This is an optimization exercise on Yosys and OpenROAD, whose aim is small area and a short achievable clock period, not a production implementation.
In this exercise RTL edits were held to simulation tests only and were not proved equivalent to the original.

==> flow/design.v (outline; a module is shown in full before it is edited, if it fits) <==
// module CTE: 60 lines
// module CTE_engA: 362 lines
// module CTE_engB: 304 lines
// module CTE_m0: 318 lines
// module CTE_fa: 5 lines
// module CTE_ha: 5 lines
module CTE ( clk, reset, op_mode, in_en, yuv_in, rgb_in, busy, out_valid, rgb_out, yuv_out);
  // ...
==> flow/flow/run.sh <==
#!/bin/bash
# Standard layout (the standard.sh: standard synthesis and ORFS flow), with the
# port buffers made from buf_2 instead of the default delay buffer, and timing repair aiming 16.5 ns above zero slack.
set -euo pipefail
bash standard.sh "BUFFER_PORTS_ARGS=-buffer_cell sky130_fd_sc_hd__buf_2" "SETUP_SLACK_MARGIN=16.5" finish > standard_flow.log 2>&1
==> flow/standard.sh <==
#!/bin/bash
# synth_recipe.tcl (not shown) runs the flow's synth.tcl, then flattens the netlist and writes it again
# the make line also repeats each setting of config.mk as NAME=value (left out here)
make -C /OpenROAD-flow-scripts/flow DESIGN_CONFIG=/design/flow/config.mk WORK_HOME=/design/flow/orfs CLKGATE_MAP_FILE= SYNTH_SCRIPT=/design/flow/synth_recipe.tcl "${@:-finish}"
==> flow/config.mk <==
export PLATFORM = sky130hd
export DESIGN_NAME = CTE
export DESIGN_NICKNAME = CTE
export VERILOG_FILES = /design/flow/design.v
export SDC_FILE = /design/flow/constraint.sdc
export NUM_CORES = 4
export LEC_CHECK = 0
export CAP_MARGIN = 20
export CORE_MARGIN = 2
export CORE_UTILIZATION = 40
export SLEW_MARGIN = 20
==> flow/constraint.sdc <==
create_clock -name core_clock -period 25.0 [get_ports {clk}]
set_input_delay 5.0000 -clock core_clock [delete_from_list [all_inputs] [get_ports {clk}]]
set_output_delay 5.0000 -clock core_clock [all_outputs]
set_load 0.01 [all_outputs]
==> out/metrics.yaml, run 1 <==
drt:
  dr.max_layer_used: "met4"
  num_vias: 6421
  via_per_inst: 5.06
  first_pass_iters: 5
  final_antenna_net_count: 0
clock_tree:
  cts_hold_buffers: 0
  cts_buffers: 5
  htree_num_levels: 2
  post_cts_buffers: 51
  postCtsResizedCells: 120
  ctsRootBufferMaster: "clkbuf_16"
global_route:
  grt_pass1_vias: 6843
  grt_max_degree: 40
  antenna_found_initial: 0
  grt_busiest_layer: "met2"
placement:
  gp_congestion: 0.863
finish:
  largest_register_ffs: 24
  layout_common_cells: "inv_1, fa_1, ha_1"
  design_area_um2: 10400
  num-nonclk-inverters: 173
  utilization_pct: 49.6
timing:
  finalSetupTns_ns: 0
  max_freq_mhz: 107
synthesis:
  synth_async_sr_flop_share_pct: 9.09
  syn-cell-area_um2: 8550
  synth_top_family_by_area: "adder cells"
setup_path:
  critical_path.cell_chain: "buf_6 -> ha_4 -> fa_2 -> fa_1 -> fa_1 -> ha_4 -> nor3_4 -> a2111oi_4 -> a31oi_4 -> o21a_2 -> buf_6 -> o21a_1 -> a21oi_2 -> buf_2"
  endpoint_kind: "output pin"
  start_kind: "flop"
  slowest_stage: "fa_2"
status:
  status: "timing/DRC/antenna clean"
==> module CTE, before the edit <==
module CTE ( clk, reset, op_mode, in_en, yuv_in, rgb_in, busy, out_valid, rgb_out, yuv_out);
input   clk ;
input   reset ;
input   op_mode;
input   in_en;
output  busy;
output  out_valid;
input   [7:0]   yuv_in;
output  [23:0]  rgb_out;
input   [23:0]  rgb_in;
output  [7:0]   yuv_out;
reg [1:0] cnt;
reg busy_r, valid_r;
reg [23:0] d;
reg [15:0] np;
assign busy = busy_r;
assign out_valid = valid_r;
CTE_m0 M0 (.yy(np[7:0]), .uu(d[23:16]), .vv(d[15:8]), .rgb(rgb_out));
wire [23:0] x = (cnt == 2'd0) ? rgb_in : d;
wire [15:0] na;
CTE_engA ENGA (.xr(x[23:16]), .xg(x[15:8]), .xb(x[7:0]), .su(cnt == 2'd0), .sy(cnt[0]), .sv(cnt == 2'd2), .n(na));
CTE_engB ENGB (.n(np), .q(yuv_out));
always @(posedge clk or posedge reset) begin
    if (reset) begin
        cnt <= 2'd0;
        busy_r <= 1'b0;
        valid_r <= 1'b0;
    end else if (op_mode) begin
        if (in_en) begin
            cnt <= cnt + 2'd1;
            busy_r <= ~cnt[0];
            valid_r <= 1'b1;
        end
    end else begin
        if (busy_r && valid_r) begin
            busy_r <= 1'b0;
            valid_r <= 1'b0;
        end else if (busy_r && cnt == 2'd0) begin
            valid_r <= 1'b1;
        end else if (busy_r) begin
            busy_r <= 1'b0;
            valid_r <= 1'b1;
        end else if (in_en) begin
            cnt <= cnt + 2'd1;
            if (cnt[1]) busy_r <= 1'b1;
            if (cnt == 2'd3) valid_r <= 1'b0;
        end
    end
end
always @(posedge clk) begin
    if (op_mode) begin
        if (in_en && !cnt[0]) d <= rgb_in;
        if (in_en) np <= na;
    end else if (in_en && !busy_r) begin
        if (cnt == 2'd0) d[23:16] <= yuv_in;
        if (cnt == 2'd2) d[15:8] <= yuv_in;
        if (cnt[0]) np[7:0] <= yuv_in;
    end
end
endmodule
==> run 2: changes to the inputs <==
--- a/flow/design.v
+++ b/flow/design.v
@@ -16,53 +16,329 @@
 reg [15:0] np;
 assign busy = busy_r;
 assign out_valid = valid_r;
-CTE_m0 M0 (.yy(np[7:0]), .uu(d[23:16]), .vv(d[15:8]), .rgb(rgb_out));
+wire [7:0] yy = np[7:0], uu = d[23:16], vv = d[15:8];
+wire [23:0] rgb;
+assign rgb_out = rgb;
+wire m0_0 = ~vv[7];
+wire m0_1 = ~vv[7];
+wire m0_2 = ~vv[7];
+wire m0_3, m0_4;
+CTE_ha m0_i5 (.a(yy[4]), .b(vv[4]), .s(m0_3), .co(m0_4));
+wire m0_5, m0_6;
+CTE_ha m0_i7 (.a(yy[5]), .b(vv[5]), .s(m0_5), .co(m0_6));
+wire m0_7, m0_8;
+CTE_ha m0_i9 (.a(yy[0]), .b(vv[0]), .s(m0_7), .co(m0_8));
+wire m0_9, m0_10;
+CTE_fa m0_i11 (.a(yy[1]), .b(vv[1]), .c(vv[2]), .s(m0_9), .co(m0_10));
+wire m0_11, m0_12;
+CTE_fa m0_i13 (.a(yy[2]), .b(vv[2]), .c(vv[3]), .s(m0_11), .co(m0_12));
+wire m0_13, m0_14;
+CTE_fa m0_i15 (.a(yy[3]), .b(vv[3]), .c(vv[4]), .s(m0_13), .co(m0_14));
+wire m0_15, m0_16;
+CTE_fa m0_i17 (.a(vv[5]), .b(m0_2), .c(1'b1), .s(m0_15), .co(m0_16));
+wire m0_17, m0_18;
+CTE_fa m0_i19 (.a(vv[6]), .b(1'b1), .c(m0_4), .s(m0_17), .co(m0_18));
+wire m0_19, m0_20;
+CTE_fa m0_i21 (.a(yy[6]), .b(vv[6]), .c(m0_1), .s(m0_19), .co(m0_20));
+wire m0_21, m0_22;
+CTE_ha m0_i23 (.a(vv[0]), .b(vv[2]), .s(m0_21), .co(m0_22));
+wire m0_23, m0_24;
+CTE_fa m0_i25 (.a(vv[1]), .b(vv[3]), .c(m0_7), .s(m0_23), .co(m0_24));
+wire m0_25, m0_26;
+CTE_fa m0_i27 (.a(vv[4]), .b(m0_8), .c(m0_9), .s(m0_25), .co(m0_26));
+wire m0_27, m0_28;
+CTE_fa m0_i29 (.a(vv[5]), .b(m0_10), .c(m0_11), .s(m0_27), .co(m0_28));
+wire m0_29, m0_30;
+CTE_fa m0_i31 (.a(vv[6]), .b(m0_12), .c(m0_13), .s(m0_29), .co(m0_30));
+wire m0_31, m0_32;
+CTE_fa m0_i33 (.a(m0_14), .b(m0_3), .c(m0_15), .s(m0_31), .co(m0_32));
+wire m0_33, m0_34;
+CTE_fa m0_i35 (.a(m0_16), .b(m0_5), .c(m0_17), .s(m0_33), .co(m0_34));
+wire m0_35, m0_36;
+CTE_fa m0_i37 (.a(m0_6), .b(m0_19), .c(m0_18), .s(m0_35), .co(m0_36));
+wire m0_37, m0_38;
+CTE_fa m0_i39 (.a(yy[7]), .b(m0_0), .c(m0_20), .s(m0_37), .co(m0_38));
+wire m0_39 = 1'b1 ^ m0_21;
+wire m0_40 = 1'b1 & m0_21;
+wire m0_41 = m0_22 ^ m0_23;
+wire m0_42 = m0_22 & m0_23;
+wire m0_43 = m0_24 ^ m0_25;
+wire m0_44 = m0_24 & m0_25;
+wire m0_45 = m0_26 ^ m0_27;
+wire m0_46 = m0_26 & m0_27;
+wire m0_47 = m0_28 ^ m0_29;
+wire m0_48 = m0_28 & m0_29;
+wire m0_49 = m0_30 ^ m0_31;
+wire m0_50 = m0_30 & m0_31;
+wire m0_51 = m0_32 ^ m0_33;
+wire m0_52 = m0_32 & m0_33;
+wire m0_53 = m0_34 ^ m0_35;
+wire m0_54 = m0_34 & m0_35;
+wire m0_55 = m0_36 ^ m0_37;
+wire m0_56 = m0_36 & m0_37;
+wire m0_57 = m0_38 ^ 1'b1;
+wire m0_58 = m0_38 & 1'b1;
+wire m0_59 = vv[1] & vv[0];
+wire m0_60 = m0_42 | (m0_41 & m0_40);
+wire m0_61 = m0_41 & m0_39;
+wire m0_62 = m0_46 | (m0_45 & m0_44);
+wire m0_63 = m0_45 & m0_43;
+wire m0_64 = m0_50 | (m0_49 & m0_48);
+wire m0_65 = m0_49 & m0_47;
+wire m0_66 = m0_54 | (m0_53 & m0_52);
+wire m0_67 = m0_53 & m0_51;
+wire m0_68 = m0_58 | (m0_57 & m0_56);
+wire m0_69 = m0_57 & m0_55;
+wire m0_70 = m0_39 & m0_59;
+wire m0_71 = m0_61 & m0_59;
+wire m0_72 = m0_48 | (m0_47 & m0_62);
+wire m0_73 = m0_47 & m0_63;
+wire m0_74 = m0_64 | (m0_65 & m0_62);
+wire m0_75 = m0_65 & m0_63;
+wire m0_76 = m0_56 | (m0_55 & m0_66);
+wire m0_77 = m0_55 & m0_67;
+wire m0_78 = m0_68 | (m0_69 & m0_66);
+wire m0_79 = m0_69 & m0_67;
+wire m0_80 = m0_44 | (m0_43 & m0_60);
+wire m0_81 = m0_43 & m0_71;
+wire m0_82 = m0_62 | (m0_63 & m0_60);
+wire m0_83 = m0_63 & m0_71;
+wire m0_84 = m0_72 | (m0_73 & m0_60);
+wire m0_85 = m0_73 & m0_71;
+wire m0_86 = m0_74 | (m0_75 & m0_60);
+wire m0_87 = m0_75 & m0_71;
+wire m0_88 = 1'b1 & m0_78;
+wire m0_89 = 1'b1 & m0_79;
+wire m0_90 = m0_52 | (m0_51 & m0_86);
+wire m0_91 = m0_51 & m0_87;
+wire m0_92 = m0_66 | (m0_67 & m0_86);
+wire m0_93 = m0_67 & m0_87;
+wire m0_94 = m0_76 | (m0_77 & m0_86);
+wire m0_95 = m0_77 & m0_87;
+wire m0_96 = m0_78 | (m0_79 & m0_86);
+wire m0_97 = m0_79 & m0_87;
+wire m0_98 = m0_88 | (m0_89 & m0_86);
+wire m0_99 = m0_89 & m0_87;
+wire m0_100 = m0_41 ^ m0_40;
+wire m0_101 = m0_43 ^ m0_60;
+wire m0_102 = m0_45 ^ m0_80;
+wire m0_103 = m0_47 ^ m0_82;
+wire m0_104 = m0_49 ^ m0_84;
+wire m0_105 = m0_51 ^ m0_86;
+wire m0_106 = m0_53 ^ m0_90;
+wire m0_107 = m0_55 ^ m0_92;
+wire m0_108 = m0_57 ^ m0_94;
+wire m0_109 = 1'b1 ^ m0_96;
+wire m0_110 = ~m0_109 & (m0_108 | m0_100);
+wire m0_111 = ~m0_109 & (m0_108 | m0_101);
+wire m0_112 = ~m0_109 & (m0_108 | m0_102);
+wire m0_113 = ~m0_109 & (m0_108 | m0_103);
+wire m0_114 = ~m0_109 & (m0_108 | m0_104);
+wire m0_115 = ~m0_109 & (m0_108 | m0_105);
+wire m0_116 = ~m0_109 & (m0_108 | m0_106);
+wire m0_117 = ~m0_109 & (m0_108 | m0_107);
+wire m0_118 = ~uu[0];
+wire m0_119 = ~uu[1];
+wire m0_120 = ~uu[2];
+wire m0_121 = ~uu[3];
+wire m0_122 = ~uu[4];
+wire m0_123 = ~uu[5];
+wire m0_124 = ~uu[6];
+wire m0_125 = ~vv[0];
+wire m0_126 = ~vv[1];
+wire m0_127 = ~vv[2];
+wire m0_128 = ~vv[3];
+wire m0_129 = ~vv[4];
+wire m0_130 = ~vv[5];
+wire m0_131 = ~vv[6];
+wire m0_132 = ~vv[7];
+wire m0_133, m0_134;
+CTE_ha m0_i135 (.a(yy[0]), .b(m0_120), .s(m0_133), .co(m0_134));
+wire m0_135, m0_136;
+CTE_ha m0_i137 (.a(yy[1]), .b(m0_121), .s(m0_135), .co(m0_136));
+wire m0_137, m0_138;
+CTE_ha m0_i139 (.a(yy[2]), .b(m0_122), .s(m0_137), .co(m0_138));
+wire m0_139, m0_140;
+CTE_ha m0_i141 (.a(yy[3]), .b(m0_123), .s(m0_139), .co(m0_140));
+wire m0_141, m0_142;
+CTE_ha m0_i143 (.a(yy[4]), .b(m0_124), .s(m0_141), .co(m0_142));
+wire m0_143, m0_144;
+CTE_ha m0_i145 (.a(yy[5]), .b(uu[7]), .s(m0_143), .co(m0_144));
+wire m0_145, m0_146;
+CTE_ha m0_i147 (.a(m0_125), .b(vv[2]), .s(m0_145), .co(m0_146));
+wire m0_147, m0_148;
+CTE_fa m0_i149 (.a(m0_126), .b(vv[3]), .c(m0_134), .s(m0_147), .co(m0_148));
+wire m0_149, m0_150;
+CTE_fa m0_i151 (.a(m0_127), .b(vv[4]), .c(m0_136), .s(m0_149), .co(m0_150));
+wire m0_151, m0_152;
+CTE_fa m0_i153 (.a(m0_128), .b(vv[5]), .c(m0_138), .s(m0_151), .co(m0_152));
+wire m0_153, m0_154;
+CTE_fa m0_i155 (.a(m0_129), .b(vv[6]), .c(m0_140), .s(m0_153), .co(m0_154));
+wire m0_155, m0_156;
+CTE_fa m0_i157 (.a(m0_130), .b(m0_132), .c(m0_142), .s(m0_155), .co(m0_156));
+wire m0_157, m0_158;
+CTE_fa m0_i159 (.a(yy[6]), .b(m0_131), .c(1'b1), .s(m0_157), .co(m0_158));
+wire m0_159, m0_160;
+CTE_ha m0_i161 (.a(m0_118), .b(vv[0]), .s(m0_159), .co(m0_160));
+wire m0_161, m0_162;
+CTE_fa m0_i163 (.a(m0_119), .b(vv[1]), .c(1'b1), .s(m0_161), .co(m0_162));
+wire m0_163, m0_164;
+CTE_fa m0_i165 (.a(1'b1), .b(m0_133), .c(m0_145), .s(m0_163), .co(m0_164));
+wire m0_165, m0_166;
+CTE_fa m0_i167 (.a(m0_146), .b(m0_135), .c(m0_147), .s(m0_165), .co(m0_166));
+wire m0_167, m0_168;
+CTE_fa m0_i169 (.a(m0_137), .b(m0_148), .c(m0_149), .s(m0_167), .co(m0_168));
+wire m0_169, m0_170;
+CTE_fa m0_i171 (.a(m0_139), .b(m0_150), .c(m0_151), .s(m0_169), .co(m0_170));
+wire m0_171, m0_172;
+CTE_fa m0_i173 (.a(m0_141), .b(m0_152), .c(m0_153), .s(m0_171), .co(m0_172));
+wire m0_173, m0_174;
+CTE_fa m0_i175 (.a(m0_143), .b(m0_154), .c(m0_155), .s(m0_173), .co(m0_174));
+wire m0_175, m0_176;
+CTE_fa m0_i177 (.a(m0_144), .b(m0_157), .c(m0_156), .s(m0_175), .co(m0_176));
+wire m0_177, m0_178;
+CTE_fa m0_i179 (.a(yy[7]), .b(vv[7]), .c(m0_158), .s(m0_177), .co(m0_178));
+wire m0_179 = 1'b1 ^ m0_159;
+wire m0_180 = 1'b1 & m0_159;
+wire m0_181 = m0_160 ^ m0_161;
+wire m0_182 = m0_160 & m0_161;
+wire m0_183 = m0_162 ^ m0_163;
+wire m0_184 = m0_162 & m0_163;
+wire m0_185 = m0_164 ^ m0_165;
+wire m0_186 = m0_164 & m0_165;
+wire m0_187 = m0_166 ^ m0_167;
+wire m0_188 = m0_166 & m0_167;
+wire m0_189 = m0_168 ^ m0_169;
+wire m0_190 = m0_168 & m0_169;
+wire m0_191 = m0_170 ^ m0_171;
+wire m0_192 = m0_170 & m0_171;
+wire m0_193 = m0_172 ^ m0_173;
+wire m0_194 = m0_172 & m0_173;
+wire m0_195 = m0_174 ^ m0_175;
+wire m0_196 = m0_174 & m0_175;
+wire m0_197 = m0_176 ^ m0_177;
+wire m0_198 = m0_176 & m0_177;
+wire m0_199 = m0_178 ^ 1'b1;
+wire m0_200 = m0_178 & 1'b1;
+wire m0_201 = m0_184 | (m0_183 & m0_182);
+wire m0_202 = m0_183 & m0_181;
+wire m0_203 = m0_188 | (m0_187 & m0_186);
+wire m0_204 = m0_187 & m0_185;
+wire m0_205 = m0_192 | (m0_191 & m0_190);
+wire m0_206 = m0_191 & m0_189;
+wire m0_207 = m0_196 | (m0_195 & m0_194);
+wire m0_208 = m0_195 & m0_193;
+wire m0_209 = m0_200 | (m0_199 & m0_198);
+wire m0_210 = m0_199 & m0_197;
+wire m0_211 = m0_182 | (m0_181 & m0_180);
+wire m0_212 = m0_201 | (m0_202 & m0_180);
+wire m0_213 = m0_190 | (m0_189 & m0_203);
+wire m0_214 = m0_189 & m0_204;
+wire m0_215 = m0_205 | (m0_206 & m0_203);
+wire m0_216 = m0_206 & m0_204;
+wire m0_217 = m0_198 | (m0_197 & m0_207);
+wire m0_218 = m0_197 & m0_208;
+wire m0_219 = m0_209 | (m0_210 & m0_207);
+wire m0_220 = m0_210 & m0_208;
+wire m0_221 = m0_186 | (m0_185 & m0_212);
+wire m0_222 = m0_203 | (m0_204 & m0_212);
+wire m0_223 = m0_213 | (m0_214 & m0_212);
+wire m0_224 = m0_215 | (m0_216 & m0_212);
+wire m0_225 = 1'b1 & m0_219;
+wire m0_226 = 1'b1 & m0_220;
+wire m0_227 = m0_194 | (m0_193 & m0_224);
+wire m0_228 = m0_207 | (m0_208 & m0_224);
+wire m0_229 = m0_217 | (m0_218 & m0_224);
+wire m0_230 = m0_219 | (m0_220 & m0_224);
+wire m0_231 = m0_225 | (m0_226 & m0_224);
+wire m0_232 = m0_181 ^ m0_180;
+wire m0_233 = m0_183 ^ m0_211;
+wire m0_234 = m0_185 ^ m0_212;
+wire m0_235 = m0_187 ^ m0_221;
+wire m0_236 = m0_189 ^ m0_222;
+wire m0_237 = m0_191 ^ m0_223;
+wire m0_238 = m0_193 ^ m0_224;
+wire m0_239 = m0_195 ^ m0_227;
+wire m0_240 = m0_197 ^ m0_228;
+wire m0_241 = m0_199 ^ m0_229;
+wire m0_242 = 1'b1 ^ m0_230;
+wire m0_243 = ~m0_242 & (m0_241 | m0_233);
+wire m0_244 = ~m0_242 & (m0_241 | m0_234);
+wire m0_245 = ~m0_242 & (m0_241 | m0_235);
+wire m0_246 = ~m0_242 & (m0_241 | m0_236);
+wire m0_247 = ~m0_242 & (m0_241 | m0_237);
+wire m0_248 = ~m0_242 & (m0_241 | m0_238);
+wire m0_249 = ~m0_242 & (m0_241 | m0_239);
+wire m0_250 = ~m0_242 & (m0_241 | m0_240);
+wire m0_251 = ~uu[7];
+wire m0_252 = yy[1] ^ uu[0];
+wire m0_253 = yy[1] & uu[0];
+wire m0_254 = yy[2] ^ uu[1];
+wire m0_255 = yy[2] & uu[1];
+wire m0_256 = yy[3] ^ uu[2];
+wire m0_257 = yy[3] & uu[2];
+wire m0_258 = yy[4] ^ uu[3];
+wire m0_259 = yy[4] & uu[3];
+wire m0_260 = yy[5] ^ uu[4];
+wire m0_261 = yy[5] & uu[4];
+wire m0_262 = yy[6] ^ uu[5];
+wire m0_263 = yy[6] & uu[5];
+wire m0_264 = yy[7] ^ uu[6];
+wire m0_265 = yy[7] & uu[6];
+wire m0_266 = m0_251 ^ 1'b1;
+wire m0_267 = m0_251 & 1'b1;
+wire m0_268 = m0_252 & yy[0];
+wire m0_269 = m0_257 | (m0_256 & m0_255);
+wire m0_270 = m0_256 & m0_254;
+wire m0_271 = m0_261 | (m0_260 & m0_259);
+wire m0_272 = m0_260 & m0_258;
+wire m0_273 = m0_265 | (m0_264 & m0_263);
+wire m0_274 = m0_264 & m0_262;
+wire m0_275 = 1'b1 & m0_267;
+wire m0_276 = 1'b1 & m0_266;
+wire m0_277 = m0_255 | (m0_254 & m0_253);
+wire m0_278 = m0_254 & m0_268;
+wire m0_279 = m0_269 | (m0_270 & m0_253);
+wire m0_280 = m0_270 & m0_268;
+wire m0_281 = m0_263 | (m0_262 & m0_271);
+wire m0_282 = m0_262 & m0_272;
+wire m0_283 = m0_273 | (m0_274 & m0_271);
+wire m0_284 = m0_274 & m0_272;
+wire m0_285 = m0_259 | (m0_258 & m0_279);
+wire m0_286 = m0_258 & m0_280;
+wire m0_287 = m0_271 | (m0_272 & m0_279);
+wire m0_288 = m0_272 & m0_280;
+wire m0_289 = m0_281 | (m0_282 & m0_279);
+wire m0_290 = m0_282 & m0_280;
+wire m0_291 = m0_283 | (m0_284 & m0_279);
+wire m0_292 = m0_284 & m0_280;
+wire m0_293 = m0_267 | (m0_266 & m0_291);
+wire m0_294 = m0_266 & m0_292;
+wire m0_295 = m0_275 | (m0_276 & m0_291);
+wire m0_296 = m0_276 & m0_292;
+wire m0_297 = m0_254 ^ m0_253;
+wire m0_298 = m0_256 ^ m0_277;
+wire m0_299 = m0_258 ^ m0_279;
+wire m0_300 = m0_260 ^ m0_285;
+wire m0_301 = m0_262 ^ m0_287;
+wire m0_302 = m0_264 ^ m0_289;
+wire m0_303 = m0_266 ^ m0_291;
+wire m0_304 = 1'b1 ^ m0_293;
+wire m0_305 = ~m0_304 & (m0_303 | yy[0]);
+wire m0_306 = ~m0_304 & (m0_303 | m0_252);
+wire m0_307 = ~m0_304 & (m0_303 | m0_297);
+wire m0_308 = ~m0_304 & (m0_303 | m0_298);
+wire m0_309 = ~m0_304 & (m0_303 | m0_299);
+wire m0_310 = ~m0_304 & (m0_303 | m0_300);
+wire m0_311 = ~m0_304 & (m0_303 | m0_301);
+wire m0_312 = ~m0_304 & (m0_303 | m0_302);
+assign rgb = {m0_117, m0_116, m0_115, m0_114, m0_113, m0_112, m0_111, m0_110, m0_250, m0_249, m0_248, m0_247, m0_246, m0_245, m0_244, m0_243, m0_312, m0_311, m0_310, m0_309, m0_308, m0_307, m0_306, m0_305};
 wire [23:0] x = (cnt == 2'd0) ? rgb_in : d;
+wire [7:0] xr = x[23:16], xg = x[15:8], xb = x[7:0];
+wire su = (cnt == 2'd0), sy = cnt[0], sv = (cnt == 2'd2);
 wire [15:0] na;
-CTE_engA ENGA (.xr(x[23:16]), .xg(x[15:8]), .xb(x[7:0]), .su(cnt == 2'd0), .sy(cnt[0]), .sv(cnt == 2'd2), .n(na));
-CTE_engB ENGB (.n(np), .q(yuv_out));
-always @(posedge clk or posedge reset) begin
-    if (reset) begin
-        cnt <= 2'd0;
-        busy_r <= 1'b0;
-        valid_r <= 1'b0;
-    end else if (op_mode) begin
-        if (in_en) begin
-            cnt <= cnt + 2'd1;
-            busy_r <= ~cnt[0];
-            valid_r <= 1'b1;
-        end
-    end else begin
-        if (busy_r && valid_r) begin
-            busy_r <= 1'b0;
-            valid_r <= 1'b0;
-        end else if (busy_r && cnt == 2'd0) begin
-            valid_r <= 1'b1;
-        end else if (busy_r) begin
-            busy_r <= 1'b0;
-            valid_r <= 1'b1;
-        end else if (in_en) begin
-            cnt <= cnt + 2'd1;
-            if (cnt[1]) busy_r <= 1'b1;
-            if (cnt == 2'd3) valid_r <= 1'b0;
-        end
-    end
-end
-always @(posedge clk) begin
-    if (op_mode) begin
-        if (in_en && !cnt[0]) d <= rgb_in;
-        if (in_en) np <= na;
-    end else if (in_en && !busy_r) begin
-        if (cnt == 2'd0) d[23:16] <= yuv_in;
-        if (cnt == 2'd2) d[15:8] <= yuv_in;
-        if (cnt[0]) np[7:0] <= yuv_in;
-    end
-end
-endmodule
-module CTE_engA (xr, xg, xb, su, sy, sv, n);
-input [7:0] xr, xg, xb;
-input su, sy, sv;
-output [15:0] n;
+wire [7:0] q;
+assign yuv_out = q;
 wire ea_0 = ((su|sv) & xr[0]);
 wire ea_1 = ((su|sv) & xr[1]) | (sy & xr[0]);
 wire ea_2 = ((su|sv) & xr[2]) | (sy & xr[1]);
@@ -419,83 +695,79 @@
 wire ea_353 = ea_237 ^ ea_333;
 wire ea_354 = ea_239 ^ ea_335;
 wire ea_355 = ea_241 ^ ea_337;
-assign n = {ea_355, ea_354, ea_353, ea_352, ea_351, ea_350, ea_349, ea_348, ea_347, ea_346, ea_345, ea_344, ea_343, ea_342, ea_341, ea_211};
-endmodule
-module CTE_engB (n, q);
-input [15:0] n;
-output [7:0] q;
-wire ea_211 = n[0];
-wire ea_341 = n[1];
-wire ea_342 = n[2];
-wire ea_343 = n[3];
-wire ea_344 = n[4];
-wire ea_345 = n[5];
-wire ea_346 = n[6];
-wire ea_347 = n[7];
-wire ea_348 = n[8];
-wire ea_349 = n[9];
-wire ea_350 = n[10];
-wire ea_351 = n[11];
-wire ea_352 = n[12];
-wire ea_353 = n[13];
-wire ea_354 = n[14];
-wire ea_355 = n[15];
+assign na = {ea_355, ea_354, ea_353, ea_352, ea_351, ea_350, ea_349, ea_348, ea_347, ea_346, ea_345, ea_344, ea_343, ea_342, ea_341, ea_211};
+wire eb_n211 = np[0];
+wire eb_n341 = np[1];
+wire eb_n342 = np[2];
+wire eb_n343 = np[3];
+wire eb_n344 = np[4];
+wire eb_n345 = np[5];
+wire eb_n346 = np[6];
+wire eb_n347 = np[7];
+wire eb_n348 = np[8];
+wire eb_n349 = np[9];
+wire eb_n350 = np[10];
+wire eb_n351 = np[11];
+wire eb_n352 = np[12];
+wire eb_n353 = np[13];
+wire eb_n354 = np[14];
+wire eb_n355 = np[15];
 wire eb_0, eb_1;
-CTE_ha eb_i2 (.a(ea_211), .b(ea_341), .s(eb_0), .co(eb_1));
+CTE_ha eb_i2 (.a(eb_n211), .b(eb_n341), .s(eb_0), .co(eb_1));
 wire eb_2, eb_3;
-CTE_fa eb_i4 (.a(ea_341), .b(ea_342), .c(ea_346), .s(eb_2), .co(eb_3));
+CTE_fa eb_i4 (.a(eb_n341), .b(eb_n342), .c(eb_n346), .s(eb_2), .co(eb_3));
 wire eb_4, eb_5;
-CTE_fa eb_i6 (.a(ea_342), .b(ea_343), .c(ea_347), .s(eb_4), .co(eb_5));
+CTE_fa eb_i6 (.a(eb_n342), .b(eb_n343), .c(eb_n347), .s(eb_4), .co(eb_5));
 wire eb_6, eb_7;
-CTE_fa eb_i8 (.a(ea_343), .b(ea_344), .c(ea_348), .s(eb_6), .co(eb_7));
+CTE_fa eb_i8 (.a(eb_n343), .b(eb_n344), .c(eb_n348), .s(eb_6), .co(eb_7));
 wire eb_8, eb_9;
-CTE_ha eb_i10 (.a(ea_344), .b(ea_345), .s(eb_8), .co(eb_9));
+CTE_ha eb_i10 (.a(eb_n344), .b(eb_n345), .s(eb_8), .co(eb_9));
 wire eb_10, eb_11;
-CTE_ha eb_i12 (.a(ea_343), .b(ea_344), .s(eb_10), .co(eb_11));
+CTE_ha eb_i12 (.a(eb_n343), .b(eb_n344), .s(eb_10), .co(eb_11));
 wire eb_12, eb_13;
-CTE_fa eb_i14 (.a(ea_211), .b(ea_344), .c(ea_345), .s(eb_12), .co(eb_13));
+CTE_fa eb_i14 (.a(eb_n211), .b(eb_n344), .c(eb_n345), .s(eb_12), .co(eb_13));
 wire eb_14, eb_15;
-CTE_ha eb_i16 (.a(ea_347), .b(ea_350), .s(eb_14), .co(eb_15));
+CTE_ha eb_i16 (.a(eb_n347), .b(eb_n350), .s(eb_14), .co(eb_15));
 wire eb_16, eb_17;
-CTE_fa eb_i18 (.a(eb_0), .b(ea_345), .c(ea_346), .s(eb_16), .co(eb_17));
+CTE_fa eb_i18 (.a(eb_0), .b(eb_n345), .c(eb_n346), .s(eb_16), .co(eb_17));
 wire eb_18, eb_19;
-CTE_fa eb_i20 (.a(ea_348), .b(ea_351), .c(ea_352), .s(eb_18), .co(eb_19));
+CTE_fa eb_i20 (.a(eb_n348), .b(eb_n351), .c(eb_n352), .s(eb_18), .co(eb_19));
 wire eb_20, eb_21;
-CTE_fa eb_i22 (.a(eb_1), .b(ea_347), .c(ea_349), .s(eb_20), .co(eb_21));
+CTE_fa eb_i22 (.a(eb_1), .b(eb_n347), .c(eb_n349), .s(eb_20), .co(eb_21));
 wire eb_22, eb_23;
-CTE_fa eb_i24 (.a(ea_352), .b(ea_353), .c(eb_2), .s(eb_22), .co(eb_23));
+CTE_fa eb_i24 (.a(eb_n352), .b(eb_n353), .c(eb_2), .s(eb_22), .co(eb_23));
 wire eb_24, eb_25;
-CTE_fa eb_i26 (.a(ea_348), .b(eb_3), .c(ea_350), .s(eb_24), .co(eb_25));
+CTE_fa eb_i26 (.a(eb_n348), .b(eb_3), .c(eb_n350), .s(eb_24), .co(eb_25));
 wire eb_26, eb_27;
-CTE_fa eb_i28 (.a(ea_353), .b(ea_354), .c(eb_4), .s(eb_26), .co(eb_27));
+CTE_fa eb_i28 (.a(eb_n353), .b(eb_n354), .c(eb_4), .s(eb_26), .co(eb_27));
 wire eb_28, eb_29;
-CTE_fa eb_i30 (.a(eb_5), .b(ea_349), .c(ea_351), .s(eb_28), .co(eb_29));
+CTE_fa eb_i30 (.a(eb_5), .b(eb_n349), .c(eb_n351), .s(eb_28), .co(eb_29));
 wire eb_30, eb_31;
-CTE_fa eb_i32 (.a(ea_354), .b(ea_355), .c(eb_6), .s(eb_30), .co(eb_31));
+CTE_fa eb_i32 (.a(eb_n354), .b(eb_n355), .c(eb_6), .s(eb_30), .co(eb_31));
 wire eb_32, eb_33;
-CTE_fa eb_i34 (.a(eb_8), .b(eb_7), .c(ea_349), .s(eb_32), .co(eb_33));
+CTE_fa eb_i34 (.a(eb_8), .b(eb_7), .c(eb_n349), .s(eb_32), .co(eb_33));
 wire eb_34, eb_35;
-CTE_fa eb_i36 (.a(ea_350), .b(ea_352), .c(ea_355), .s(eb_34), .co(eb_35));
+CTE_fa eb_i36 (.a(eb_n350), .b(eb_n352), .c(eb_n355), .s(eb_34), .co(eb_35));
 wire eb_36, eb_37;
-CTE_fa eb_i38 (.a(ea_345), .b(eb_9), .c(ea_346), .s(eb_36), .co(eb_37));
+CTE_fa eb_i38 (.a(eb_n345), .b(eb_9), .c(eb_n346), .s(eb_36), .co(eb_37));
 wire eb_38, eb_39;
-CTE_fa eb_i40 (.a(ea_350), .b(ea_351), .c(ea_353), .s(eb_38), .co(eb_39));
+CTE_fa eb_i40 (.a(eb_n350), .b(eb_n351), .c(eb_n353), .s(eb_38), .co(eb_39));
 wire eb_40, eb_41;
-CTE_fa eb_i42 (.a(ea_346), .b(ea_347), .c(ea_351), .s(eb_40), .co(eb_41));
+CTE_fa eb_i42 (.a(eb_n346), .b(eb_n347), .c(eb_n351), .s(eb_40), .co(eb_41));
 wire eb_42, eb_43;
-CTE_ha eb_i44 (.a(ea_352), .b(ea_354), .s(eb_42), .co(eb_43));
+CTE_ha eb_i44 (.a(eb_n352), .b(eb_n354), .s(eb_42), .co(eb_43));
 wire eb_44, eb_45;
-CTE_fa eb_i46 (.a(ea_347), .b(ea_348), .c(ea_352), .s(eb_44), .co(eb_45));
+CTE_fa eb_i46 (.a(eb_n347), .b(eb_n348), .c(eb_n352), .s(eb_44), .co(eb_45));
 wire eb_46, eb_47;
-CTE_ha eb_i48 (.a(ea_353), .b(ea_355), .s(eb_46), .co(eb_47));
+CTE_ha eb_i48 (.a(eb_n353), .b(eb_n355), .s(eb_46), .co(eb_47));
 wire eb_48, eb_49;
-CTE_fa eb_i50 (.a(ea_348), .b(ea_349), .c(ea_353), .s(eb_48), .co(eb_49));
+CTE_fa eb_i50 (.a(eb_n348), .b(eb_n349), .c(eb_n353), .s(eb_48), .co(eb_49));
 wire eb_50, eb_51;
-CTE_ha eb_i52 (.a(ea_349), .b(ea_350), .s(eb_50), .co(eb_51));
+CTE_ha eb_i52 (.a(eb_n349), .b(eb_n350), .s(eb_50), .co(eb_51));
 wire eb_52, eb_53;
-CTE_ha eb_i54 (.a(eb_10), .b(ea_346), .s(eb_52), .co(eb_53));
+CTE_ha eb_i54 (.a(eb_10), .b(eb_n346), .s(eb_52), .co(eb_53));
 wire eb_54, eb_55;
-CTE_fa eb_i56 (.a(eb_11), .b(eb_12), .c(ea_351), .s(eb_54), .co(eb_55));
+CTE_fa eb_i56 (.a(eb_11), .b(eb_12), .c(eb_n351), .s(eb_54), .co(eb_55));
 wire eb_56, eb_57;
 CTE_fa eb_i58 (.a(eb_13), .b(eb_16), .c(eb_15), .s(eb_56), .co(eb_57));
 wire eb_58, eb_59;
@@ -513,13 +785,13 @@
 wire eb_70, eb_71;
 CTE_fa eb_i72 (.a(eb_41), .b(eb_43), .c(eb_44), .s(eb_70), .co(eb_71));
 wire eb_72, eb_73;
-CTE_fa eb_i74 (.a(ea_354), .b(eb_45), .c(eb_47), .s(eb_72), .co(eb_73));
+CTE_fa eb_i74 (.a(eb_n354), .b(eb_45), .c(eb_47), .s(eb_72), .co(eb_73));
 wire eb_74, eb_75;
-CTE_fa eb_i76 (.a(ea_354), .b(ea_355), .c(eb_49), .s(eb_74), .co(eb_75));
+CTE_fa eb_i76 (.a(eb_n354), .b(eb_n355), .c(eb_49), .s(eb_74), .co(eb_75));
 wire eb_76, eb_77;
-CTE_fa eb_i78 (.a(ea_350), .b(ea_351), .c(ea_355), .s(eb_76), .co(eb_77));
+CTE_fa eb_i78 (.a(eb_n350), .b(eb_n351), .c(eb_n355), .s(eb_76), .co(eb_77));
 wire eb_78, eb_79;
-CTE_ha eb_i80 (.a(ea_349), .b(ea_350), .s(eb_78), .co(eb_79));
+CTE_ha eb_i80 (.a(eb_n349), .b(eb_n350), .s(eb_78), .co(eb_79));
 wire eb_80, eb_81;
 CTE_fa eb_i82 (.a(eb_53), .b(eb_14), .c(eb_54), .s(eb_80), .co(eb_81));
 wire eb_82, eb_83;
@@ -545,13 +817,13 @@
 wire eb_102, eb_103;
 CTE_fa eb_i104 (.a(eb_51), .b(eb_76), .c(eb_75), .s(eb_102), .co(eb_103));
 wire eb_104, eb_105;
-CTE_fa eb_i106 (.a(ea_351), .b(ea_352), .c(eb_77), .s(eb_104), .co(eb_105));
+CTE_fa eb_i106 (.a(eb_n351), .b(eb_n352), .c(eb_77), .s(eb_104), .co(eb_105));
 wire eb_106, eb_107;
-CTE_ha eb_i108 (.a(ea_352), .b(ea_353), .s(eb_106), .co(eb_107));
+CTE_ha eb_i108 (.a(eb_n352), .b(eb_n353), .s(eb_106), .co(eb_107));
 wire eb_108, eb_109;
-CTE_ha eb_i110 (.a(ea_353), .b(ea_354), .s(eb_108), .co(eb_109));
+CTE_ha eb_i110 (.a(eb_n353), .b(eb_n354), .s(eb_108), .co(eb_109));
 wire eb_110, eb_111;
-CTE_ha eb_i112 (.a(ea_354), .b(ea_355), .s(eb_110), .co(eb_111));
+CTE_ha eb_i112 (.a(eb_n354), .b(eb_n355), .s(eb_110), .co(eb_111));
 wire eb_112 = eb_52 ^ eb_78;
 wire eb_113 = eb_52 & eb_78;
 wire eb_114 = eb_79 ^ eb_80;
@@ -586,8 +858,8 @@
 wire eb_143 = eb_107 & eb_108;
 wire eb_144 = eb_109 ^ eb_110;
 wire eb_145 = eb_109 & eb_110;
-wire eb_146 = eb_111 ^ ea_355;
-wire eb_147 = eb_111 & ea_355;
+wire eb_146 = eb_111 ^ eb_n355;
+wire eb_147 = eb_111 & eb_n355;
 wire eb_148 = eb_115 | (eb_114 & eb_113);
 wire eb_149 = eb_114 & eb_112;
 wire eb_150 = eb_117 | (eb_116 & eb_115);
@@ -724,324 +996,43 @@
 wire eb_281 = eb_144 ^ eb_256;
 wire eb_282 = eb_146 ^ eb_262;
 assign q = {~eb_282, eb_281, eb_280, eb_279, eb_278, eb_277, eb_276, eb_275};
-endmodule
-module CTE_m0 (yy, uu, vv, rgb);
-input [7:0] yy, uu, vv;
-output [23:0] rgb;
-wire m0_0 = ~vv[7];
-wire m0_1 = ~vv[7];
-wire m0_2 = ~vv[7];
-wire m0_3, m0_4;
-CTE_ha m0_i5 (.a(yy[4]), .b(vv[4]), .s(m0_3), .co(m0_4));
-wire m0_5, m0_6;
-CTE_ha m0_i7 (.a(yy[5]), .b(vv[5]), .s(m0_5), .co(m0_6));
-wire m0_7, m0_8;
-CTE_ha m0_i9 (.a(yy[0]), .b(vv[0]), .s(m0_7), .co(m0_8));
-wire m0_9, m0_10;
-CTE_fa m0_i11 (.a(yy[1]), .b(vv[1]), .c(vv[2]), .s(m0_9), .co(m0_10));
-wire m0_11, m0_12;
-CTE_fa m0_i13 (.a(yy[2]), .b(vv[2]), .c(vv[3]), .s(m0_11), .co(m0_12));
-wire m0_13, m0_14;
-CTE_fa m0_i15 (.a(yy[3]), .b(vv[3]), .c(vv[4]), .s(m0_13), .co(m0_14));
-wire m0_15, m0_16;
-CTE_fa m0_i17 (.a(vv[5]), .b(m0_2), .c(1'b1), .s(m0_15), .co(m0_16));
-wire m0_17, m0_18;
-CTE_fa m0_i19 (.a(vv[6]), .b(1'b1), .c(m0_4), .s(m0_17), .co(m0_18));
-wire m0_19, m0_20;
-CTE_fa m0_i21 (.a(yy[6]), .b(vv[6]), .c(m0_1), .s(m0_19), .co(m0_20));
-wire m0_21, m0_22;
-CTE_ha m0_i23 (.a(vv[0]), .b(vv[2]), .s(m0_21), .co(m0_22));
-wire m0_23, m0_24;
-CTE_fa m0_i25 (.a(vv[1]), .b(vv[3]), .c(m0_7), .s(m0_23), .co(m0_24));
-wire m0_25, m0_26;
-CTE_fa m0_i27 (.a(vv[4]), .b(m0_8), .c(m0_9), .s(m0_25), .co(m0_26));
-wire m0_27, m0_28;
-CTE_fa m0_i29 (.a(vv[5]), .b(m0_10), .c(m0_11), .s(m0_27), .co(m0_28));
-wire m0_29, m0_30;
-CTE_fa m0_i31 (.a(vv[6]), .b(m0_12), .c(m0_13), .s(m0_29), .co(m0_30));
-wire m0_31, m0_32;
-CTE_fa m0_i33 (.a(m0_14), .b(m0_3), .c(m0_15), .s(m0_31), .co(m0_32));
-wire m0_33, m0_34;
-CTE_fa m0_i35 (.a(m0_16), .b(m0_5), .c(m0_17), .s(m0_33), .co(m0_34));
-wire m0_35, m0_36;
-CTE_fa m0_i37 (.a(m0_6), .b(m0_19), .c(m0_18), .s(m0_35), .co(m0_36));
-wire m0_37, m0_38;
-CTE_fa m0_i39 (.a(yy[7]), .b(m0_0), .c(m0_20), .s(m0_37), .co(m0_38));
-wire m0_39 = 1'b1 ^ m0_21;
-wire m0_40 = 1'b1 & m0_21;
-wire m0_41 = m0_22 ^ m0_23;
-wire m0_42 = m0_22 & m0_23;
-wire m0_43 = m0_24 ^ m0_25;
-wire m0_44 = m0_24 & m0_25;
-wire m0_45 = m0_26 ^ m0_27;
-wire m0_46 = m0_26 & m0_27;
-wire m0_47 = m0_28 ^ m0_29;
-wire m0_48 = m0_28 & m0_29;
-wire m0_49 = m0_30 ^ m0_31;
-wire m0_50 = m0_30 & m0_31;
-wire m0_51 = m0_32 ^ m0_33;
-wire m0_52 = m0_32 & m0_33;
-wire m0_53 = m0_34 ^ m0_35;
-wire m0_54 = m0_34 & m0_35;
-wire m0_55 = m0_36 ^ m0_37;
-wire m0_56 = m0_36 & m0_37;
-wire m0_57 = m0_38 ^ 1'b1;
-wire m0_58 = m0_38 & 1'b1;
-wire m0_59 = vv[1] & vv[0];
-wire m0_60 = m0_42 | (m0_41 & m0_40);
-wire m0_61 = m0_41 & m0_39;
-wire m0_62 = m0_46 | (m0_45 & m0_44);
-wire m0_63 = m0_45 & m0_43;
-wire m0_64 = m0_50 | (m0_49 & m0_48);
-wire m0_65 = m0_49 & m0_47;
-wire m0_66 = m0_54 | (m0_53 & m0_52);
-wire m0_67 = m0_53 & m0_51;
-wire m0_68 = m0_58 | (m0_57 & m0_56);
-wire m0_69 = m0_57 & m0_55;
-wire m0_70 = m0_39 & m0_59;
-wire m0_71 = m0_61 & m0_59;
-wire m0_72 = m0_48 | (m0_47 & m0_62);
-wire m0_73 = m0_47 & m0_63;
-wire m0_74 = m0_64 | (m0_65 & m0_62);
-wire m0_75 = m0_65 & m0_63;
-wire m0_76 = m0_56 | (m0_55 & m0_66);
-wire m0_77 = m0_55 & m0_67;
-wire m0_78 = m0_68 | (m0_69 & m0_66);
-wire m0_79 = m0_69 & m0_67;
-wire m0_80 = m0_44 | (m0_43 & m0_60);
-wire m0_81 = m0_43 & m0_71;
-wire m0_82 = m0_62 | (m0_63 & m0_60);
-wire m0_83 = m0_63 & m0_71;
-wire m0_84 = m0_72 | (m0_73 & m0_60);
-wire m0_85 = m0_73 & m0_71;
-wire m0_86 = m0_74 | (m0_75 & m0_60);
-wire m0_87 = m0_75 & m0_71;
-wire m0_88 = 1'b1 & m0_78;
-wire m0_89 = 1'b1 & m0_79;
-wire m0_90 = m0_52 | (m0_51 & m0_86);
-wire m0_91 = m0_51 & m0_87;
-wire m0_92 = m0_66 | (m0_67 & m0_86);
-wire m0_93 = m0_67 & m0_87;
-wire m0_94 = m0_76 | (m0_77 & m0_86);
-wire m0_95 = m0_77 & m0_87;
-wire m0_96 = m0_78 | (m0_79 & m0_86);
-wire m0_97 = m0_79 & m0_87;
-wire m0_98 = m0_88 | (m0_89 & m0_86);
-wire m0_99 = m0_89 & m0_87;
-wire m0_100 = m0_41 ^ m0_40;
-wire m0_101 = m0_43 ^ m0_60;
-wire m0_102 = m0_45 ^ m0_80;
-wire m0_103 = m0_47 ^ m0_82;
-wire m0_104 = m0_49 ^ m0_84;
-wire m0_105 = m0_51 ^ m0_86;
-wire m0_106 = m0_53 ^ m0_90;
-wire m0_107 = m0_55 ^ m0_92;
-wire m0_108 = m0_57 ^ m0_94;
-wire m0_109 = 1'b1 ^ m0_96;
-wire m0_110 = ~m0_109 & (m0_108 | m0_100);
-wire m0_111 = ~m0_109 & (m0_108 | m0_101);
-wire m0_112 = ~m0_109 & (m0_108 | m0_102);
-wire m0_113 = ~m0_109 & (m0_108 | m0_103);
-wire m0_114 = ~m0_109 & (m0_108 | m0_104);
-wire m0_115 = ~m0_109 & (m0_108 | m0_105);
-wire m0_116 = ~m0_109 & (m0_108 | m0_106);
-wire m0_117 = ~m0_109 & (m0_108 | m0_107);
-wire m0_118 = ~uu[0];
-wire m0_119 = ~uu[1];
-wire m0_120 = ~uu[2];
-wire m0_121 = ~uu[3];
-wire m0_122 = ~uu[4];
-wire m0_123 = ~uu[5];
-wire m0_124 = ~uu[6];
-wire m0_125 = ~vv[0];
-wire m0_126 = ~vv[1];
-wire m0_127 = ~vv[2];
-wire m0_128 = ~vv[3];
-wire m0_129 = ~vv[4];
-wire m0_130 = ~vv[5];
-wire m0_131 = ~vv[6];
-wire m0_132 = ~vv[7];
-wire m0_133, m0_134;
-CTE_ha m0_i135 (.a(yy[0]), .b(m0_120), .s(m0_133), .co(m0_134));
-wire m0_135, m0_136;
-CTE_ha m0_i137 (.a(yy[1]), .b(m0_121), .s(m0_135), .co(m0_136));
-wire m0_137, m0_138;
-CTE_ha m0_i139 (.a(yy[2]), .b(m0_122), .s(m0_137), .co(m0_138));
-wire m0_139, m0_140;
-CTE_ha m0_i141 (.a(yy[3]), .b(m0_123), .s(m0_139), .co(m0_140));
-wire m0_141, m0_142;
-CTE_ha m0_i143 (.a(yy[4]), .b(m0_124), .s(m0_141), .co(m0_142));
-wire m0_143, m0_144;
-CTE_ha m0_i145 (.a(yy[5]), .b(uu[7]), .s(m0_143), .co(m0_144));
-wire m0_145, m0_146;
-CTE_ha m0_i147 (.a(m0_125), .b(vv[2]), .s(m0_145), .co(m0_146));
-wire m0_147, m0_148;
-CTE_fa m0_i149 (.a(m0_126), .b(vv[3]), .c(m0_134), .s(m0_147), .co(m0_148));
-wire m0_149, m0_150;
-CTE_fa m0_i151 (.a(m0_127), .b(vv[4]), .c(m0_136), .s(m0_149), .co(m0_150));
-wire m0_151, m0_152;
-CTE_fa m0_i153 (.a(m0_128), .b(vv[5]), .c(m0_138), .s(m0_151), .co(m0_152));
-wire m0_153, m0_154;
-CTE_fa m0_i155 (.a(m0_129), .b(vv[6]), .c(m0_140), .s(m0_153), .co(m0_154));
-wire m0_155, m0_156;
-CTE_fa m0_i157 (.a(m0_130), .b(m0_132), .c(m0_142), .s(m0_155), .co(m0_156));
-wire m0_157, m0_158;
-CTE_fa m0_i159 (.a(yy[6]), .b(m0_131), .c(1'b1), .s(m0_157), .co(m0_158));
-wire m0_159, m0_160;
-CTE_ha m0_i161 (.a(m0_118), .b(vv[0]), .s(m0_159), .co(m0_160));
-wire m0_161, m0_162;
-CTE_fa m0_i163 (.a(m0_119), .b(vv[1]), .c(1'b1), .s(m0_161), .co(m0_162));
-wire m0_163, m0_164;
-CTE_fa m0_i165 (.a(1'b1), .b(m0_133), .c(m0_145), .s(m0_163), .co(m0_164));
-wire m0_165, m0_166;
-CTE_fa m0_i167 (.a(m0_146), .b(m0_135), .c(m0_147), .s(m0_165), .co(m0_166));
-wire m0_167, m0_168;
-CTE_fa m0_i169 (.a(m0_137), .b(m0_148), .c(m0_149), .s(m0_167), .co(m0_168));
-wire m0_169, m0_170;
-CTE_fa m0_i171 (.a(m0_139), .b(m0_150), .c(m0_151), .s(m0_169), .co(m0_170));
-wire m0_171, m0_172;
-CTE_fa m0_i173 (.a(m0_141), .b(m0_152), .c(m0_153), .s(m0_171), .co(m0_172));
-wire m0_173, m0_174;
-CTE_fa m0_i175 (.a(m0_143), .b(m0_154), .c(m0_155), .s(m0_173), .co(m0_174));
-wire m0_175, m0_176;
-CTE_fa m0_i177 (.a(m0_144), .b(m0_157), .c(m0_156), .s(m0_175), .co(m0_176));
-wire m0_177, m0_178;
-CTE_fa m0_i179 (.a(yy[7]), .b(vv[7]), .c(m0_158), .s(m0_177), .co(m0_178));
-wire m0_179 = 1'b1 ^ m0_159;
-wire m0_180 = 1'b1 & m0_159;
-wire m0_181 = m0_160 ^ m0_161;
-wire m0_182 = m0_160 & m0_161;
-wire m0_183 = m0_162 ^ m0_163;
-wire m0_184 = m0_162 & m0_163;
-wire m0_185 = m0_164 ^ m0_165;
-wire m0_186 = m0_164 & m0_165;
-wire m0_187 = m0_166 ^ m0_167;
-wire m0_188 = m0_166 & m0_167;
-wire m0_189 = m0_168 ^ m0_169;
-wire m0_190 = m0_168 & m0_169;
-wire m0_191 = m0_170 ^ m0_171;
-wire m0_192 = m0_170 & m0_171;
-wire m0_193 = m0_172 ^ m0_173;
-wire m0_194 = m0_172 & m0_173;
-wire m0_195 = m0_174 ^ m0_175;
-wire m0_196 = m0_174 & m0_175;
-wire m0_197 = m0_176 ^ m0_177;
-wire m0_198 = m0_176 & m0_177;
-wire m0_199 = m0_178 ^ 1'b1;
-wire m0_200 = m0_178 & 1'b1;
-wire m0_201 = m0_184 | (m0_183 & m0_182);
-wire m0_202 = m0_183 & m0_181;
-wire m0_203 = m0_188 | (m0_187 & m0_186);
-wire m0_204 = m0_187 & m0_185;
-wire m0_205 = m0_192 | (m0_191 & m0_190);
-wire m0_206 = m0_191 & m0_189;
-wire m0_207 = m0_196 | (m0_195 & m0_194);
-wire m0_208 = m0_195 & m0_193;
-wire m0_209 = m0_200 | (m0_199 & m0_198);
-wire m0_210 = m0_199 & m0_197;
-wire m0_211 = m0_182 | (m0_181 & m0_180);
-wire m0_212 = m0_201 | (m0_202 & m0_180);
-wire m0_213 = m0_190 | (m0_189 & m0_203);
-wire m0_214 = m0_189 & m0_204;
-wire m0_215 = m0_205 | (m0_206 & m0_203);
-wire m0_216 = m0_206 & m0_204;
-wire m0_217 = m0_198 | (m0_197 & m0_207);
-wire m0_218 = m0_197 & m0_208;
-wire m0_219 = m0_209 | (m0_210 & m0_207);
-wire m0_220 = m0_210 & m0_208;
-wire m0_221 = m0_186 | (m0_185 & m0_212);
-wire m0_222 = m0_203 | (m0_204 & m0_212);
-wire m0_223 = m0_213 | (m0_214 & m0_212);
-wire m0_224 = m0_215 | (m0_216 & m0_212);
-wire m0_225 = 1'b1 & m0_219;
-wire m0_226 = 1'b1 & m0_220;
-wire m0_227 = m0_194 | (m0_193 & m0_224);
-wire m0_228 = m0_207 | (m0_208 & m0_224);
-wire m0_229 = m0_217 | (m0_218 & m0_224);
-wire m0_230 = m0_219 | (m0_220 & m0_224);
-wire m0_231 = m0_225 | (m0_226 & m0_224);
-wire m0_232 = m0_181 ^ m0_180;
-wire m0_233 = m0_183 ^ m0_211;
-wire m0_234 = m0_185 ^ m0_212;
-wire m0_235 = m0_187 ^ m0_221;
-wire m0_236 = m0_189 ^ m0_222;
-wire m0_237 = m0_191 ^ m0_223;
-wire m0_238 = m0_193 ^ m0_224;
-wire m0_239 = m0_195 ^ m0_227;
-wire m0_240 = m0_197 ^ m0_228;
-wire m0_241 = m0_199 ^ m0_229;
-wire m0_242 = 1'b1 ^ m0_230;
-wire m0_243 = ~m0_242 & (m0_241 | m0_233);
-wire m0_244 = ~m0_242 & (m0_241 | m0_234);
-wire m0_245 = ~m0_242 & (m0_241 | m0_235);
-wire m0_246 = ~m0_242 & (m0_241 | m0_236);
-wire m0_247 = ~m0_242 & (m0_241 | m0_237);
-wire m0_248 = ~m0_242 & (m0_241 | m0_238);
-wire m0_249 = ~m0_242 & (m0_241 | m0_239);
-wire m0_250 = ~m0_242 & (m0_241 | m0_240);
-wire m0_251 = ~uu[7];
-wire m0_252 = yy[1] ^ uu[0];
-wire m0_253 = yy[1] & uu[0];
-wire m0_254 = yy[2] ^ uu[1];
-wire m0_255 = yy[2] & uu[1];
-wire m0_256 = yy[3] ^ uu[2];
-wire m0_257 = yy[3] & uu[2];
-wire m0_258 = yy[4] ^ uu[3];
-wire m0_259 = yy[4] & uu[3];
-wire m0_260 = yy[5] ^ uu[4];
-wire m0_261 = yy[5] & uu[4];
-wire m0_262 = yy[6] ^ uu[5];
-wire m0_263 = yy[6] & uu[5];
-wire m0_264 = yy[7] ^ uu[6];
-wire m0_265 = yy[7] & uu[6];
-wire m0_266 = m0_251 ^ 1'b1;
-wire m0_267 = m0_251 & 1'b1;
-wire m0_268 = m0_252 & yy[0];
-wire m0_269 = m0_257 | (m0_256 & m0_255);
-wire m0_270 = m0_256 & m0_254;
-wire m0_271 = m0_261 | (m0_260 & m0_259);
-wire m0_272 = m0_260 & m0_258;
-wire m0_273 = m0_265 | (m0_264 & m0_263);
-wire m0_274 = m0_264 & m0_262;
-wire m0_275 = 1'b1 & m0_267;
-wire m0_276 = 1'b1 & m0_266;
-wire m0_277 = m0_255 | (m0_254 & m0_253);
-wire m0_278 = m0_254 & m0_268;
-wire m0_279 = m0_269 | (m0_270 & m0_253);
-wire m0_280 = m0_270 & m0_268;
-wire m0_281 = m0_263 | (m0_262 & m0_271);
-wire m0_282 = m0_262 & m0_272;
-wire m0_283 = m0_273 | (m0_274 & m0_271);
-wire m0_284 = m0_274 & m0_272;
-wire m0_285 = m0_259 | (m0_258 & m0_279);
-wire m0_286 = m0_258 & m0_280;
-wire m0_287 = m0_271 | (m0_272 & m0_279);
-wire m0_288 = m0_272 & m0_280;
-wire m0_289 = m0_281 | (m0_282 & m0_279);
-wire m0_290 = m0_282 & m0_280;
-wire m0_291 = m0_283 | (m0_284 & m0_279);
-wire m0_292 = m0_284 & m0_280;
-wire m0_293 = m0_267 | (m0_266 & m0_291);
-wire m0_294 = m0_266 & m0_292;
-wire m0_295 = m0_275 | (m0_276 & m0_291);
-wire m0_296 = m0_276 & m0_292;
-wire m0_297 = m0_254 ^ m0_253;
-wire m0_298 = m0_256 ^ m0_277;
-wire m0_299 = m0_258 ^ m0_279;
-wire m0_300 = m0_260 ^ m0_285;
-wire m0_301 = m0_262 ^ m0_287;
-wire m0_302 = m0_264 ^ m0_289;
-wire m0_303 = m0_266 ^ m0_291;
-wire m0_304 = 1'b1 ^ m0_293;
-wire m0_305 = ~m0_304 & (m0_303 | yy[0]);
-wire m0_306 = ~m0_304 & (m0_303 | m0_252);
-wire m0_307 = ~m0_304 & (m0_303 | m0_297);
-wire m0_308 = ~m0_304 & (m0_303 | m0_298);
-wire m0_309 = ~m0_304 & (m0_303 | m0_299);
-wire m0_310 = ~m0_304 & (m0_303 | m0_300);
-wire m0_311 = ~m0_304 & (m0_303 | m0_301);
-wire m0_312 = ~m0_304 & (m0_303 | m0_302);
-assign rgb = {m0_117, m0_116, m0_115, m0_114, m0_113, m0_112, m0_111, m0_110, m0_250, m0_249, m0_248, m0_247, m0_246, m0_245, m0_244, m0_243, m0_312, m0_311, m0_310, m0_309, m0_308, m0_307, m0_306, m0_305};
+always @(posedge clk or posedge reset) begin
+    if (reset) begin
+        cnt <= 2'd0;
+        busy_r <= 1'b0;
+        valid_r <= 1'b0;
+    end else if (op_mode) begin
+        if (in_en) begin
+            cnt <= cnt + 2'd1;
+            busy_r <= ~cnt[0];
+            valid_r <= 1'b1;
+        end
+    end else begin
+        if (busy_r && valid_r) begin
+            busy_r <= 1'b0;
+            valid_r <= 1'b0;
+        end else if (busy_r && cnt == 2'd0) begin
+            valid_r <= 1'b1;
+        end else if (busy_r) begin
+            busy_r <= 1'b0;
+            valid_r <= 1'b1;
+        end else if (in_en) begin
+            cnt <= cnt + 2'd1;
+            if (cnt[1]) busy_r <= 1'b1;
+            if (cnt == 2'd3) valid_r <= 1'b0;
+        end
+    end
+end
+always @(posedge clk) begin
+    if (op_mode) begin
+        if (in_en && !cnt[0]) d <= rgb_in;
+        if (in_en) np <= na;
+    end else if (in_en && !busy_r) begin
+        if (cnt == 2'd0) d[23:16] <= yuv_in;
+        if (cnt == 2'd2) d[15:8] <= yuv_in;
+        if (cnt[0]) np[7:0] <= yuv_in;
+    end
+end
 endmodule
 module CTE_fa (a, b, c, s, co);
 input a, b, c; output s, co;
==> flow/flow/run.sh (replaced) <==
#!/bin/bash
# Standard layout (the standard.sh: standard synthesis and ORFS flow), with the
# port buffers made from buf_2 instead of the default delay buffer.
set -euo pipefail
bash standard.sh "BUFFER_PORTS_ARGS=-buffer_cell sky130_fd_sc_hd__buf_2" finish > standard_flow.log 2>&1
--- a/flow/config.mk
+++ b/flow/config.mk
@@ -7,5 +7,6 @@
 export LEC_CHECK = 0
 export CAP_MARGIN = 20
 export CORE_MARGIN = 2
-export CORE_UTILIZATION = 40
+export CORE_UTILIZATION = 65
 export SLEW_MARGIN = 20
+export SYNTH_HIERARCHICAL = 1
==> out/metrics.yaml, run 2 <==
finish:
  regMostFlops: "d"
  nets: 1103
  n_fill_cell: 969
  utilization_pct: 70.7  # +21 points
  final_common_cell: "fa_1"
  reg_top3: "d (24), np (16), cnt (2)"
  diodes: 0
  layout_common_cells: "fa_1, nand2_1, ha_1"
  largest_register_ffs: 24  # unchanged
  area_delta_synth_final_pct: 5.26
  final_layout_size_suffix_gt1_share_pct: 10.1
synthesis:
  syn-cell-area_um2: 8170  # -4.5%
  synth_async_sr_flop_share_pct: 9.09  # unchanged
  avgSynthCellArea_um2: 10.0
  synth.most_common_cell: "fa_1"
  synth_seq_area_share_pct: 15.9
  synthCells: 814
  yosysTopAreaCell: "fa_1"
  synth_commonest_cells: "fa_1, ha_1, nand2_1"
  synth_top_area_share_pct: 33.6
  synth_top_cells_by_area: "fa_1, edfxtp_1, ha_1"
  ys_warn_count: 7
  synth_cell_types: 57
  synth_edf_count: 40
  ys_ff_latch: 44
  synth_ff_type: "edfxtp_1"
timing:
  finalSetupTns_ns: 0  # unchanged
  finalCritPeriodShare_pct: 39.0
  worstMarginPinSlew_ns: 0.875
  finalClockSkew_ns: 0.00851
  max_freq_mhz: 103  # -4.5%
  hold_violations: 0
  period_minus_slack_ns: 9.74
  setup_slack_ns: 15.26
  slew_headroom_pct: 41.7
  setup_violations: 0
  rsz0062_at_grt: "no"
  holdWs_ns: 0.634
  slew_violations: 0
floorplan:
  core_area_um2: 12200
  dieArea_um2: 13500
  die_y_um: 116
  ios: 70
  rows: 40
  die_w_um: 116
  initial_core_util_pct: 67.1
clock_tree:
  cts_hold_buffers: 0  # unchanged
  worstSkewPairLatency_ns: 0.30
  postCtsResizedCells: 0  # -100%
  cts.sinks: 44
  cts_tree: "done"
  cts_buffers: 5  # unchanged
  clk_pin_slew_ns: 0.06
  post_cts_buffers: 0  # -100%
  htree_num_levels: 2  # unchanged
  ctsRootBufferMaster: "clkbuf_16"
  cts_buffer_depth: 2
global_route:
  overflow: 0
  grt_max_degree: 34  # -15%
  track_usage_pct: 31.5
  antenna_found_initial: 0  # unchanged
  grt_pass1_wl_um: 31900
  grt_pass1_vias: 6316  # -7.7%
drt:
  num_vias: 6070  # -5.5%
  drt_iter0_markers: 601
  post_drt_wl_per_cell_um: 19.4
  via_per_inst: 6.00  # +19%
  wl_um: 19600
  final_antenna_net_count: 0  # unchanged
  first_pass_iters: 5  # unchanged
  drcViolationCount: 0
setup_path:
  r2r_start: "cnt[0]"
  worstPathMaxFanout: 8
  endpoint_kind: "output pin"
  crit_family: "adder cells"
  slowest_stage: "edfxtp_1"
  critical_path.cell_chain: "fa_1 -> fa_1 -> fa_1 -> fa_1 -> ha_1 -> a21oi_1 -> o211ai_1 -> o21ai_0 -> o311ai_1 -> or3_1 -> o211ai_1 -> buf_2"
  start_kind: "flop"
  r2r-end: "np[15]"
  cp-startpoint: "np[7]"
  regToRegSetupSlack_ns: 17.50
  cp_slowest_stage_delay_ns: 0.76
  cp_num_buf_inv: 1
  critPathKind: "reg -> out"
  crit_required_ns: 20.00
  rr_worst_depth: 17
  arrival_ns: 4.74
  cp_common_cell: "fa_1"
status:
  status: "timing/DRC/antenna clean"
flow_run:
  max-cap-violations: 0
min_path:
  min_path_type: "reg -> reg"
  hold_end: "valid_r"
  hp-start: "valid_r"
  whs_path_depth: 2
placement:
  pre_cts_slack_ns: 15.52
  portBuffers: 69
  hpwl_um: 16700
  gp_congestion: 0.946  # +9.6%
run 2: area by class of cell:
class                   instances  area [um2]  area share, %
clock inverters                 3        42.5          0.495
multi-input cells             677        6400           74.4
repair buffers                 70         353           4.11
well taps                     168         210           2.45
inverters                      44         165           1.92
clock buffers                   5         125           1.46
flip-flops and latches         44        1300           15.1
run 2: worst max path at each step:
| stage | slack [ns] | endpoint | depth (start not counted) |
|---|---|---|---|
| after global routing | 15.04 | yuv_out[4] | 10 |
| final | 15.26 | yuv_out[5] | 12 |
| after detailed placement | 15.52 | np[14] | 15 |
| after CTS | 15.22 | yuv_out[5] | 12 |
| after global placement | 15.60 | np[14] | 15 |
| after floorplan | 16.05 | yuv_out[5] | 12 |
run 2: logic make-up after synthesis:
group / share of synthesized area (%)
buffers and inverters: 5.99
AO/OA/AOI/OAI: 15.0
XOR/XNOR: 3.86
other: 0.0459
flip-flops: 15.9
multiplexers: 0.260
AND/OR/NAND/NOR: 10.9
adder cells (fa/ha/maj): 48.1
run 2: per-module statistics from Yosys (local to each module, per instance):
module	times used	flops+latches	area (um2)	cells
CTE	1	44	5190	654
CTE_ha	30	0	12.5	1
CTE_fa	130	0	20.0	1
run 2: worst min-delay path, cell delays in order, from the launching register on:
cell	delay (ns)
dfrtp_1	0.42
nor2_1	0.11
a21oi_1	0.07
run 2: through the flow:
step | std cells | instance area [um2]
after floorplan | 820 | 8190
after global placement | 1003 | 8430
after detailed placement | 1003 | 8430
after CTS | 1011 | 8590
after global routing | 1011 | 8590
final | 1011 | 8590
run 2: routing by layer:
metal | share of wire (%) | GRT usage, % | vias up
li1 | - | - | 2829
met1 | 42 | 42.2 | 2999
met2 | 50 | 54.2 | 203
met3 | 4.5 | 3.14 | 39
met4 | 3.2 | 11.1 | 0
met5 | 0 | 0 | -

separate check: timing with driven ports:
How much do the figures lean on ideal ports? The routed layouts below were timed once more, with nothing changed but the port constraints. Step 1 assumes that a clkbuf_16 drives the clock port and a buf_2 every other input. Step 2 moves the port delays by t, midway between the first and last clock arrival at a register: inputs arrive t later, outputs are due t later. That takes back most of the time a late clock gives input paths. Slacks: ideal / step 1 / step 2; pairs: ideal / step 1.
run | t, ns | setup slack, ns | hold slack, ns | worst setup path after step 2 | clock arrival spread, ns
run 1 | 0.339 | 15.690 / 15.649 / 15.813 | 0.602 / 0.602 / 0.602 | input to register | 0.017 / 0.017
run 2 | 0.331 | 15.256 / 15.218 / 15.511 | 0.634 / 0.634 / 0.634 | input to register | 0.009 / 0.008
After both steps every run listed still meets setup and hold.
